From an optimization exercise on the open Yosys and OpenROAD flow, aimed at small area; shortcuts taken in it are not production practice. Only simulation tests tie the RTL to the original design; equivalence was not proved. No activity file was given, so power comes from the tool's default toggle rates.

## design.v

```verilog
module clock(
    input clk,                           
    input reset,                         
    input tick,                          
    input set_time_mode,
    input inc_minutes,
    input inc_hours,
    input inc_seconds,
    input stopwatch_mode,
    input start_stopwatch,
    input stop_stopwatch,
    input reset_stopwatch,             
    input timer_mode,
    input set_timer_mode,
    input inc_timer_hours,
    input inc_timer_minutes,
    input inc_timer_seconds,
    input start_timer,
    input stop_timer,
    input reset_timer,                 
    input set_alarm_mode,
    input inc_alarm_hours,
    input inc_alarm_minutes,
    input alarm_reset,
    output reg [5:0] seconds,
    output reg [5:0] minutes,
    output reg [4:0] hours,
    output reg [5:0] stopwatch_seconds,
    output reg [5:0] stopwatch_minutes,
    output reg [4:0] stopwatch_hours,
    output reg [5:0] timer_seconds,
    output reg [5:0] timer_minutes,
    output reg [4:0] timer_hours,
    output reg is_stopwatch_running,
    output reg is_timer_running,
    output reg timer_done,
    output reg alarm_trigger,
    output reg [4:0] debug_alarm_hours,
    output reg [5:0] debug_alarm_minutes,
    output reg [4:0] alarm_hours,
    output reg [5:0] alarm_minutes
);
    reg stopwatch_running;
    reg timer_running;
    reg prev_start_stopwatch;
    reg prev_stop_stopwatch;
    reg prev_reset_stopwatch;
    reg prev_start_timer;
    reg prev_stop_timer;
    reg prev_reset_timer;
    reg prev_alarm_reset;
    always @(posedge clk or posedge reset) begin
        if (reset) begin
            seconds <= 0;
            minutes <= 0;
            hours <= 0;
            stopwatch_seconds <= 0;
            stopwatch_minutes <= 0;
            stopwatch_hours <= 0;
            stopwatch_running <= 0;
            is_stopwatch_running <= 0;
            timer_seconds <= 0;
            timer_minutes <= 0;
            timer_hours <= 0;
            timer_running <= 0;
            is_timer_running <= 0;
            timer_done <= 0;
            alarm_hours <= 0;
            alarm_minutes <= 0;
            alarm_trigger <= 0;
            prev_start_stopwatch <= 0;
            prev_stop_stopwatch <= 0;
            prev_reset_stopwatch <= 0;
            prev_start_timer <= 0;
            prev_stop_timer <= 0;
            prev_reset_timer <= 0;
            prev_alarm_reset <= 0;
            debug_alarm_hours <= 0;
            debug_alarm_minutes <= 0;
        end else if (tick) begin
            if (stopwatch_mode && !set_alarm_mode) begin
                if (start_stopwatch && !prev_start_stopwatch)
                    stopwatch_running <= 1;
                if (stop_stopwatch && !prev_stop_stopwatch)
                    stopwatch_running <= 0;
					 if (reset_stopwatch && !prev_reset_stopwatch) begin
                    stopwatch_seconds <= 0;
                    stopwatch_minutes <= 0;
                    stopwatch_hours <= 0;
                    stopwatch_running <= 0;
                end
            end
            prev_start_stopwatch <= start_stopwatch;
            prev_stop_stopwatch <= stop_stopwatch;
            prev_reset_stopwatch <= reset_stopwatch;
            if (set_timer_mode && !set_alarm_mode) begin
                if (inc_timer_seconds)
                    timer_seconds <= (timer_seconds == 6'd59) ? 0 : timer_seconds + 1;
                if (inc_timer_minutes)
                    timer_minutes <= (timer_minutes == 6'd59) ? 0 : timer_minutes + 1;
                if (inc_timer_hours)
                    timer_hours <= (timer_hours == 5'd23) ? 0 : timer_hours + 1;
                timer_done <= 0;
            end
            if (timer_mode && !set_alarm_mode) begin
                if (start_timer && !prev_start_timer) begin
                    timer_running <= 1;
                    timer_done <= 0;
                end
                if (stop_timer && !prev_stop_timer)
                    timer_running <= 0;
                if (reset_timer && !prev_reset_timer) begin
                    timer_hours <= 0;
                    timer_minutes <= 0;
                    timer_seconds <= 0;
                    timer_running <= 0;
                    timer_done <= 0;
                end
            end
            prev_start_timer <= start_timer;
            prev_stop_timer <= stop_timer;
            prev_reset_timer <= reset_timer;
            if (set_time_mode && !set_alarm_mode) begin
                if (inc_minutes)
                    minutes <= (minutes == 6'd59) ? 0 : minutes + 1;
                if (inc_hours)
                    hours <= (hours == 5'd23) ? 0 : hours + 1;
                if (inc_seconds)
                    seconds <= (seconds == 6'd59) ? 0 : seconds + 1;
            end
            if (!set_time_mode && !set_alarm_mode) begin
                if (seconds == 6'd59) begin
                    seconds <= 0;
                    if (minutes == 6'd59) begin
                        minutes <= 0;
                        if (hours == 5'd23)
                            hours <= 0;
                        else
                            hours <= hours + 1;
                    end else begin
                        minutes <= minutes + 1;
                    end
                end else begin
                    seconds <= seconds + 1;
                end
            end
            if (stopwatch_mode && stopwatch_running && !set_alarm_mode) begin
                if (stopwatch_seconds == 6'd59) begin
                    stopwatch_seconds <= 0;
                    if (stopwatch_minutes == 6'd59) begin
                        stopwatch_minutes <= 0;
                        if (stopwatch_hours == 5'd23)
                            stopwatch_hours <= 0;
                        else
                            stopwatch_hours <= stopwatch_hours + 1;
                    end else begin
                        stopwatch_minutes <= stopwatch_minutes + 1;
                    end
                end else begin
                    stopwatch_seconds <= stopwatch_seconds + 1;
                end
            end
            if (timer_mode && timer_running && !timer_done && !set_alarm_mode) begin
                if (timer_hours == 0 && timer_minutes == 0 && timer_seconds == 0) begin
                    timer_done <= 1;
                    timer_running <= 0;
                end else begin
                    if (timer_seconds == 0) begin
                        timer_seconds <= 6'd59;
                        if (timer_minutes == 0) begin
                            timer_minutes <= 6'd59;
                            if (timer_hours != 0)
                                timer_hours <= timer_hours - 1;
                        end else begin
                            timer_minutes <= timer_minutes - 1;
                        end
                    end else begin
                        timer_seconds <= timer_seconds - 1;
                    end
                end
            end
            if (set_alarm_mode) begin
                if (inc_alarm_hours)
                    alarm_hours <= (alarm_hours == 5'd23) ? 0 : alarm_hours + 1;
                if (inc_alarm_minutes)
                    alarm_minutes <= (alarm_minutes == 6'd59) ? 0 : alarm_minutes + 1;
                alarm_trigger <= 0;
            end
            if (!alarm_trigger && !set_alarm_mode) begin
                if (hours == alarm_hours && minutes == alarm_minutes && seconds == 0)
                    alarm_trigger <= 1;
            end
            if (alarm_reset && !prev_alarm_reset)
                alarm_trigger <= 0;
            prev_alarm_reset <= alarm_reset;
            is_stopwatch_running <= stopwatch_running;
            is_timer_running <= timer_running;
            debug_alarm_hours <= alarm_hours;
            debug_alarm_minutes <= alarm_minutes;
        end
    end
endmodule
module top(
    input clk,                           
    input reset,                         
    input tick,                          
    input [5:0] SW,                      
    input [3:1] KEY,                     
    output [6:0] HEX0, HEX1, HEX2,
                   HEX3, HEX4, HEX5,
    output [16:0] LEDR
);
	wire [5:0] seconds, minutes, stopwatch_seconds, stopwatch_minutes, timer_seconds, timer_minutes;
	wire [4:0] hours, stopwatch_hours, timer_hours;
	wire [5:0] alarm_minutes;
	wire [4:0] alarm_hours;
	wire alarm_trigger;
	wire [4:0] debug_alarm_hours;
	wire [5:0] debug_alarm_minutes;
	wire stopwatch_mode = SW[1];
	wire timer_mode = SW[2] && !SW[3];
	wire set_timer_mode = SW[3];
	wire set_time_mode = SW[0];
	wire alarm_display_mode = SW[4];
	wire set_alarm_mode = SW[5];
	wire timer_display_mode = timer_mode || set_timer_mode;
	wire key1_pressed = ~KEY[1];
	wire key2_pressed = ~KEY[2];
	wire key3_pressed = ~KEY[3];
	clock clock_inst(
		 .clk(clk),
		 .reset(reset),
		 .tick(tick),
		 .set_time_mode(set_time_mode),
		 .inc_minutes(key1_pressed && set_time_mode),
		 .inc_hours(key2_pressed && set_time_mode),
		 .inc_seconds(key3_pressed && set_time_mode),
		 .stopwatch_mode(stopwatch_mode),
		 .start_stopwatch(stopwatch_mode && key3_pressed),
		 .stop_stopwatch(stopwatch_mode && key2_pressed),
		 .reset_stopwatch(stopwatch_mode && key1_pressed),
		 .timer_mode(timer_mode),
		 .set_timer_mode(set_timer_mode),
		 .inc_timer_hours(set_timer_mode && key2_pressed),
		 .inc_timer_minutes(set_timer_mode && key1_pressed),
		 .inc_timer_seconds(set_timer_mode && key3_pressed),
		 .start_timer(timer_mode && key3_pressed),
		 .stop_timer(timer_mode && key2_pressed),
		 .reset_timer(timer_mode && key1_pressed),
		 .set_alarm_mode(set_alarm_mode),
		 .inc_alarm_hours(set_alarm_mode && key2_pressed),
		 .inc_alarm_minutes(set_alarm_mode && key1_pressed),
		 .alarm_reset(key3_pressed),
		 .seconds(seconds), .minutes(minutes), .hours(hours),
		 .stopwatch_seconds(stopwatch_seconds), .stopwatch_minutes(stopwatch_minutes), .stopwatch_hours(stopwatch_hours),
		 .timer_seconds(timer_seconds), .timer_minutes(timer_minutes), .timer_hours(timer_hours),
		 .is_stopwatch_running(), .is_timer_running(), .timer_done(),
		 .alarm_trigger(alarm_trigger),
		 .debug_alarm_hours(debug_alarm_hours),
		 .debug_alarm_minutes(debug_alarm_minutes),
		 .alarm_hours(alarm_hours),
		 .alarm_minutes(alarm_minutes)
	);
	wire [5:0] display_sec = (alarm_display_mode || set_alarm_mode) ? 6'd0 :
									 stopwatch_mode ? stopwatch_seconds :
									 timer_display_mode ? timer_seconds : seconds;
	wire [5:0] display_min = (alarm_display_mode || set_alarm_mode) ? alarm_minutes :
									 stopwatch_mode ? stopwatch_minutes :
									 timer_display_mode ? timer_minutes : minutes;
	wire [4:0] display_hr  = (alarm_display_mode || set_alarm_mode) ? alarm_hours :
									 stopwatch_mode ? stopwatch_hours :
									 timer_display_mode ? timer_hours : hours;
	wire [3:0] sec_ones = display_sec % 10;
	wire [3:0] sec_tens = display_sec / 10;
	wire [3:0] min_ones = display_min % 10;
	wire [3:0] min_tens = display_min / 10;
	wire [3:0] hr_ones  = display_hr % 10;
	wire [3:0] hr_tens  = display_hr / 10;
    reg [6:0] hex0_out, hex1_out, hex2_out, hex3_out, hex4_out, hex5_out;
    always @(*) begin
        case (sec_ones)
            4'd0: hex0_out = 7'b1000000;
            4'd1: hex0_out = 7'b1111001;
            4'd2: hex0_out = 7'b0100100;
            4'd3: hex0_out = 7'b0110000;
            4'd4: hex0_out = 7'b0011001;
            4'd5: hex0_out = 7'b0010010;
            4'd6: hex0_out = 7'b0000010;
            4'd7: hex0_out = 7'b1111000;
            4'd8: hex0_out = 7'b0000000;
            4'd9: hex0_out = 7'b0010000;
            default: hex0_out = 7'b1111111;
        endcase
        case (sec_tens)
            4'd0: hex1_out = 7'b1000000;
            4'd1: hex1_out = 7'b1111001;
            4'd2: hex1_out = 7'b0100100;
            4'd3: hex1_out = 7'b0110000;
            4'd4: hex1_out = 7'b0011001;
            4'd5: hex1_out = 7'b0010010;
            4'd6: hex1_out = 7'b0000010;
            4'd7: hex1_out = 7'b1111000;
            4'd8: hex1_out = 7'b0000000;
            4'd9: hex1_out = 7'b0010000;
            default: hex1_out = 7'b1111111;
        endcase
        case (min_ones)
            4'd0: hex2_out = 7'b1000000;
            4'd1: hex2_out = 7'b1111001;
            4'd2: hex2_out = 7'b0100100;
            4'd3: hex2_out = 7'b0110000;
            4'd4: hex2_out = 7'b0011001;
            4'd5: hex2_out = 7'b0010010;
            4'd6: hex2_out = 7'b0000010;
            4'd7: hex2_out = 7'b1111000;
            4'd8: hex2_out = 7'b0000000;
            4'd9: hex2_out = 7'b0010000;
            default: hex2_out = 7'b1111111;
        endcase
        case (min_tens)
            4'd0: hex3_out = 7'b1000000;
            4'd1: hex3_out = 7'b1111001;
            4'd2: hex3_out = 7'b0100100;
            4'd3: hex3_out = 7'b0110000;
            4'd4: hex3_out = 7'b0011001;
            4'd5: hex3_out = 7'b0010010;
            4'd6: hex3_out = 7'b0000010;
            4'd7: hex3_out = 7'b1111000;
            4'd8: hex3_out = 7'b0000000;
            4'd9: hex3_out = 7'b0010000;
            default: hex3_out = 7'b1111111;
        endcase
        case (hr_ones)
            4'd0: hex4_out = 7'b1000000;
            4'd1: hex4_out = 7'b1111001;
            4'd2: hex4_out = 7'b0100100;
            4'd3: hex4_out = 7'b0110000;
            4'd4: hex4_out = 7'b0011001;
            4'd5: hex4_out = 7'b0010010;
            4'd6: hex4_out = 7'b0000010;
            4'd7: hex4_out = 7'b1111000;
            4'd8: hex4_out = 7'b0000000;
            4'd9: hex4_out = 7'b0010000;
            default: hex4_out = 7'b1111111;
        endcase
        case (hr_tens)
            4'd0: hex5_out = 7'b1000000;
            4'd1: hex5_out = 7'b1111001;
            4'd2: hex5_out = 7'b0100100;
            4'd3: hex5_out = 7'b0110000;
            4'd4: hex5_out = 7'b0011001;
            4'd5: hex5_out = 7'b0010010;
            4'd6: hex5_out = 7'b0000010;
            4'd7: hex5_out = 7'b1111000;
            4'd8: hex5_out = 7'b0000000;
            4'd9: hex5_out = 7'b0010000;
            default: hex5_out = 7'b1111111;
        endcase
    end
	assign HEX0 = hex0_out;
	assign HEX1 = hex1_out;
	assign HEX2 = hex2_out;
	assign HEX3 = hex3_out;
	assign HEX4 = hex4_out;
	assign HEX5 = hex5_out;
	assign LEDR[4] = SW[4];
	assign LEDR[5] = SW[5];
	assign LEDR[1] = ~KEY[1];
	assign LEDR[2] = ~KEY[2];
	assign LEDR[3] = ~KEY[3];
	assign LEDR[0] = alarm_trigger;
	assign LEDR[10:6] = debug_alarm_hours;
	assign LEDR[16:11] = debug_alarm_minutes;
endmodule
```

## run.sh

```bash
#!/bin/bash
# synth_recipe.tcl (not shown) runs the flow's synth.tcl, then flattens the netlist and writes it again
# the make line also repeats each setting of config.mk as NAME=value (left out here)
make -C /OpenROAD-flow-scripts/flow DESIGN_CONFIG=/design/flow/config.mk WORK_HOME=/design/flow/orfs CLKGATE_MAP_FILE= SYNTH_SCRIPT=/design/flow/synth_recipe.tcl finish
```

## config.mk

```make
export PLATFORM = sky130hd
export DESIGN_NAME = top
export DESIGN_NICKNAME = top
export VERILOG_FILES = /design/flow/design.v
export SDC_FILE = /design/flow/constraint.sdc
export NUM_CORES = 4
export LEC_CHECK = 0
export CAP_MARGIN = 20
export CORE_MARGIN = 2
export CORE_UTILIZATION = 40
export SLEW_MARGIN = 20
```

## constraint.sdc

```tcl
create_clock -name core_clock -period 20.0 [get_ports {clk}]
set_input_delay 4.0000 -clock core_clock [delete_from_list [all_inputs] [get_ports {clk}]]
set_output_delay 4.0000 -clock core_clock [all_outputs]
set_load 0.01 [all_outputs]
```

==> impl_metrics.yaml <==
job:
  drv_cap: 0
final_layout:
  area_growth_pct: 14.29
  nets: 1033
  multi_input_area_sq_um: 4955
  drive_gt1_share_pct: 9.353
  instances_no_fill: 1207
  nFillCells: 1828
  regArea_sq_um: 2102
  antenna_cells: 0
yosys:
  yosysTopAreaCell: "dfrtp_1"
  synth_top_area_share_pct: 27.76
  netlist_instances: 936
  ys_ff_latch: 84
  avgSynthCellArea_sq_um: 8.090
  syn-num-nets: 1001
  synth.area.top_cells: "dfrtp_1 (28%), ha_1 (8.8%), o21ai_0 (6.5%)"
  yosys_warnings: 2
  synthTopCellsByCount: "nand2_1 (106), o21ai_0 (98), dfrtp_1 (84), nor2_1 (67), inv_1 (54)"
  ys.flop_type: "dfrtp_1"
  seq_area_frac_synth_pct: 27.76
  async_reset_ff_share_pct: 100.0
  netlist-cell-type-count: 97
  synth_edf_count: 0
  synth.cell_area_sq_um: 7572
  synth_most_common_cell: "nand2_1"
floorplan:
  die_w_um: 141.6
  coreArea_sq_um: 18640
  ios: 71
  die_y_um: 141.6
  initial_core_util_pct: 40.62
  dieArea_sq_um: 20050
  rows: 50
sta:
  finalCritPeriodShare_pct: 67.62
  fin_hold_ws_ns: 0.5109
  fin_tns_setup_ns: 0
  hold_viol: 0
  worst_pin_slew_ns: 0.9722
  skew_ns: 0.007591
  setup_viol: 0
  fin_crit_ns: 13.52
  fmaxAchievable_mhz: 73.95
  rsz0062_at_grt: "false"
  relSlewSlack_pct: 34.99
  drv_slew: 0
cts:
  cts_tree: "yes"
  clockRootBuffer: "clkbuf_16"
  post_cts_resized: 0
  postCtsSetupBuffers: 0
  htree_levels: 3
  clk_pin_slew_ns: 0.07
  clock_path_buffers: 2
  clk_latency_ns: 0.35
  cts_buffers: 9
  ctsHoldBuffers: 0
  numClockSinks: 84
hold_path:
  worstHoldStart: "clock_inst.debug_alarm_hours[0]"
  hold_depth: 1
  hold_end: "clock_inst.debug_alarm_hours[0]"
  min_path_type: "flop to flop"
global_routing:
  grt.overflow.total: 0
  grt_usage_pct: 19.17
  grtUsageMet1_pct: 26.27
  met2_usage_pct: 31.60
  grt_max_degree: 72
  antenna_found_initial: 0
  grt.busiest_layer: "met2"
  grt_pass1_vias: 6339
  met3_usage_pct: 2.194
  grt_pass1_wl_mm: 31.33
setup_path:
  cp-end-kind: "output port"
  critPathArrivalTime_ns: 9.52
  rr_worst_depth: 12
  reg2reg_slack_ns: 17.08
  cp.required_ns: 16.00
  startpoint_type: "input port"
  r2r_start: "clock_inst.timer_seconds[1]"
  r2r-end: "clock_inst.timer_minutes[2]"
  path_max_fanout: 23
  criticalPathCategory: "input port to output port"
power:
  p_leak_nw: 3.694
  vdd_drop_max_uv: 75.03
  power_density_nw_per_um2: 123.4
  power_mw: 1.068
route:
  vias: 6755
  dr.pass1.iters: 5
  drt_wl_total_mm: 18.87
  vias_per_cell: 5.597
  drc: 0
  drt-initial-drc-count: 402
  wl_per_cell_um: 15.63
  ant_nets: 0
place:
  io_buffers: 69
  dp_hpwl_mm: 13.81
  place_inst: 1191
  place_congestion: 0.8690
run_status:
  status: "finished clean"
[kinds of logic (layout without fill, tap and decap cells)]
group,count (synthesis),after routing,synth area share [%]
buffers and inverters,115,152,6.807
adder cells (fa/ha/maj),53,53,8.757
AO/OA/AOI/OAI,290,290,26.75
flip-flops,84,84,27.76
multiplexers,31,31,4.593
AND/OR/NAND/NOR,335,335,22.06
XOR/XNOR,27,27,3.222
other,1,1,0.04952
[final cells by class]
| cell class | instances | share of cell area, % |
|---|---|---|
| multi-input cells | 737 | 57.25 |
| flip-flops and latches | 84 | 24.29 |
| repair buffers | 75 | 8.443 |
| clock inverters | 6 | 1.301 |
| inverters | 61 | 2.689 |
| clock buffers | 10 | 2.646 |
| well taps | 234 | 3.383 |
[worst max-delay path by stage]
stage / cells past startpoint / end / from / slack [ns]
floorplan: 19 / HEX0[0] / SW[3] / 8.34
global placement: 20 / HEX2[4] / SW[2] / 6.60
detailed placement: 20 / HEX2[4] / SW[2] / 6.50
CTS: 20 / HEX2[4] / SW[2] / 6.48
global route: 20 / HEX2[4] / SW[2] / 5.96
finish: 20 / HEX2[4] / SW[2] / 6.48
[where the power goes]
group          internal (mW)  switching [mW]  total [mW]
registers              0.209          0.0684       0.277
logic                  0.298           0.298       0.596
clock network          0.122          0.0723       0.195
total                  0.629           0.439        1.07
[stage by stage]
step                      setup slack [ns]  utilization, %  instance area, sq um
after floorplan                      8.338               -                  7572
after global placement               6.602           44.59                  8313
after detailed placement             6.496           44.59                  8313
after CTS                            6.477           46.42                  8655
after global routing                 5.956           46.42                  8655
final                                6.477           46.42                  8655
[per-layer routing]
metal / vias to the layer above / share of wire, %
met2: 151 / 47
met4: 0 / 1.6
met5: - / 0
li1: 3439 / -
met3: 20 / 3.6
met1: 3145 / 48
[state kept, by name, summed over array words and instances, names as in the netlist, 5 cells and up]
| signal | cells |
|---|---|
| clock_inst.alarm_minutes | 6 |
| clock_inst.stopwatch_hours | 5 |
| clock_inst.hours | 5 |
| clock_inst.debug_alarm_hours | 5 |
| clock_inst.minutes | 6 |
| clock_inst.debug_alarm_minutes | 6 |
| clock_inst.stopwatch_minutes | 6 |
| clock_inst.timer_minutes | 6 |
| clock_inst.seconds | 6 |
| clock_inst.timer_seconds | 6 |
| clock_inst.stopwatch_seconds | 6 |
| clock_inst.alarm_hours | 5 |
| clock_inst.timer_hours | 5 |
[layout by cell type (no fill, tap or decap), drive strengths merged, types with 8 or more instances in the layout]
master / instances
a21o: 14
a21oi: 46
a22o: 8
a31oi: 10
clkbuf: 10
clkdlybuf4s50: 68
dfrtp: 84
ha: 53
inv: 60
mux2: 21
mux2i: 10
nand2: 107
nand2b: 19
nand3: 33
nand4: 16
nor2: 69
nor2b: 14
nor3: 19
nor3b: 10
nor4: 8
o21a: 23
o21ai: 102
o22ai: 10
o31ai: 13
or2: 10
or3: 9
xnor2: 19
xor2: 8
[worst max-delay path, stage by stage]
cell and delay, ns:
clkdlybuf4s50_1 0.91, nor2_4 0.52, a211oi_2 0.13, o21ai_2 0.32, inv_1 0.17, ha_1 0.21, inv_1 0.05, ha_1 0.25
nor2b_1 0.26, nand4_1 0.19, a31oi_4 0.36, mux2i_2 0.41, a21oi_1 0.09, nor2_2 0.25, xnor2_1 0.20, inv_1 0.12
ha_1 0.21, o21a_1 0.18, a2bb2oi_1 0.12, clkdlybuf4s50_1 0.55

-- re-timing with driven ports --
Ports are ideal in the flow. The routed layout listed here was re-timed in OpenROAD.
Step 1 (the two cells are an assumption about what drives the block):
set clk [get_ports {clk}]
set_driving_cell -lib_cell sky130_fd_sc_hd__clkbuf_16 $clk
set_driving_cell -lib_cell sky130_fd_sc_hd__buf_2 [delete_from_list [all_inputs] $clk]
Step 2 moves the port delays by t, midway between the first and last clock arrival at a register: inputs arrive t later, outputs are due t later. That takes back most of the time a late clock gives input paths.
a / b / c = no drivers / after step 1 / after step 2; a / b = the first two.
shift t [ns]: 0.391
setup slack, ns: 6.477 / 6.440 / 6.440
worst setup path after step 2: input to output
slew at the worst register clock pin (ns): 0.07 / 0.07
pins driven straight from the clock port: 1
After both steps setup and hold are still met in this run. For this run, drivers alone change the setup slack by -0.037 ns; drivers and shift together by -0.037 ns.
